Background: an optimization exercise with open tools, aiming at small area. Do not read the settings as production practice. RTL that was checked went through simulation tests only; none was proved equivalent to the original.

P:
==> flow/design.v (excerpt) <==
module main(in, op, apply, tail, valid, empty, clk, reset);
For scale: roughly 550 cells after synthesis, roughly 44 flip-flops, about 4600 um2 of cells after synthesis.
export LEC_CHECK = 0
export CAP_MARGIN = 20
export CORE_MARGIN = 2
export CORE_UTILIZATION = 40
export SLEW_MARGIN = 20
create_clock -name core_clock -period 15.0 [get_ports {clk}]
standard.sh (not shown) runs the stock make flow with config.mk's settings and CLKGATE_MAP_FILE= SYNTH_SCRIPT=/design/flow/synth_recipe.tcl, a recipe that flattens the netlist after the stock synthesis.
==> flow/flow/run.sh <==
#!/bin/bash
# The standard layout (standard.sh: ORFS from synthesis to the final layout), with these
# changes, all made through ORFS's own variables:
#  - each port gets a sky130_fd_sc_hd__buf_1 as its buffer (buffer_ports -buffer_cell)
#    instead of the default clkdlybuf4s50_1;
#  - clock tree synthesis builds from clkbuf_4/clkbuf_8 and adds no dummy loads.
# Synthesis is the standard one, unchanged. The make output goes to standard.log in the
# work folder; ORFS's per-step logs stay under orfs/logs/.
set -euo pipefail
bash standard.sh synth > synth.log 2>&1
export BUFFER_PORTS_ARGS="-buffer_cell sky130_fd_sc_hd__buf_1"
export CTS_ARGS="-sink_clustering_enable -repair_clock_nets -dont_use_dummy_load -buf_list {sky130_fd_sc_hd__clkbuf_4 sky130_fd_sc_hd__clkbuf_8}"
bash standard.sh finish > standard.log 2>&1
Changes in S relative to P:
-- flow/design.v --
<<< P, line 290
    assign as_c[8] = (b[7] & as_y[7]) | (as_c[7] & (b[7] ^ as_y[7]));
    wire [7:0] as = as_s;
    wire is_as = is_add | is_sub;
    wire [7:0] res = ({8{is_quo}} & quo) | ({8{is_rem}} & rem) | ({8{is_mul}} & prod) | ({8{is_as}} & as);
    wire push = (op == 3'd0);
    wire pop  = (op == 3'd1);
>>> S, line 290
    assign as_c[8] = (b[7] & as_y[7]) | (as_c[7] & (b[7] ^ as_y[7]));
    wire [7:0] as = as_s;
    wire [7:0] res = is_quo ? quo : is_rem ? rem : is_mul ? prod : as;
    wire push = (op == 3'd0);
    wire pop  = (op == 3'd1);
<<< P, line 308
            else sz <= push ? sz_up : sz_dn;
        end
    wire arith = ~push & ~pop;
    wire p_ok = ok & push, o_ok = ok & pop, r_ok = ok & arith;
    wire f0_f1 = o_ok, f0_f2 = r_ok & ~le3, f0_t = (p_ok & le1) | (r_ok & le3);
    wire f1_f2 = o_ok, f1_f3 = r_ok & n5, f1_t = (p_ok & le2) | (r_ok & ~n5);
    wire f2_f3 = o_ok, f2_t = (p_ok & le3) | r_ok;
    wire f3_t = ok & ~pop;
    wire t_in = p_ok, t_res = r_ok;
    wire f0_h = ~(f0_f1 | f0_f2 | f0_t);
    wire f1_h = ~(f1_f2 | f1_f3 | f1_t);
    wire f2_h = ~(f2_f3 | f2_t);
    wire f3_h = ~f3_t;
    wire t_h = ~(t_in | t_res);
    always @(posedge clk) begin
        f0 <= ({8{f0_h}} & f0) | ({8{f0_f1}} & f1) | ({8{f0_f2}} & f2) | ({8{f0_t}} & t);
        f1 <= ({8{f1_h}} & f1) | ({8{f1_f2}} & f2) | ({8{f1_f3}} & f3) | ({8{f1_t}} & t);
        f2 <= ({8{f2_h}} & f2) | ({8{f2_f3}} & f3) | ({8{f2_t}} & t);
        f3 <= ({8{f3_h}} & f3) | ({8{f3_t}} & t);
        t  <= ({8{t_h}} & t) | ({8{t_in}} & in) | ({8{t_res}} & res);
    end
endmodule
>>> S, line 307
            else sz <= push ? sz_up : sz_dn;
        end
    always @(posedge clk)
        if (ok) begin
            if (!pop) t <= nv;
            if (push) begin
                if (le1) f0 <= t;
                if (le2) f1 <= t;
                if (le3) f2 <= t;
                f3 <= t;
            end else if (pop) begin
                f0 <= f1;
                f1 <= f2;
                f2 <= f3;
            end else begin
                f0 <= le3 ? t : f2;
                f1 <= n5 ? f3 : t;
                f2 <= t;
                f3 <= t;
            end
        end
endmodule
==> run notes <==
- Taking S as 1.0, P lands at 0.932 on standard cell area after detailed placement.
- S ended up with a higher non-clock buffer count than P did.
- S vs P: die area up by a little under 10%
- Between S and P, it is S whose tap cell count is higher, by 4.
- Smallest setup slack after layout for S: 0.22 ns up relative to P
- The share of the synthesized area in compound gates (AO/OA/AOI/OAI) of S is lower than that of P.
- From P to S the numbers moved as follows: xor and xnor fraction of the mapped netlist area higher; final cell count now larger.
Function not checked in P: the RTL went through the layout flow alone.

==> afterwards: timing with drivers on the ports <==
The flow's constraints put no driver on any port. The routed layouts listed below were extracted and timed again, unchanged, in two steps.
Step 1, drivers: a clkbuf_16 drives clk and a buf_2 each remaining input, both assumed.
Step 2 times the ports against the registers' clock, not the clock port: input delays grow and output delays shrink by t, the midpoint of the rising clock arrivals with the driver on.
a / b / c = no drivers / after step 1 / after step 2; a / b = the first two.
run	t (ns)	setup slack, ns	latest minus earliest clock arrival (ns)	cell pins on the clock port's net
P	0.320	0.871 / 0.871 / 0.871	0.017 / 0.017	1
S	0.321	1.092 / 1.092 / 1.092	0.017 / 0.017	1
After both steps setup and hold are still met in every run listed.
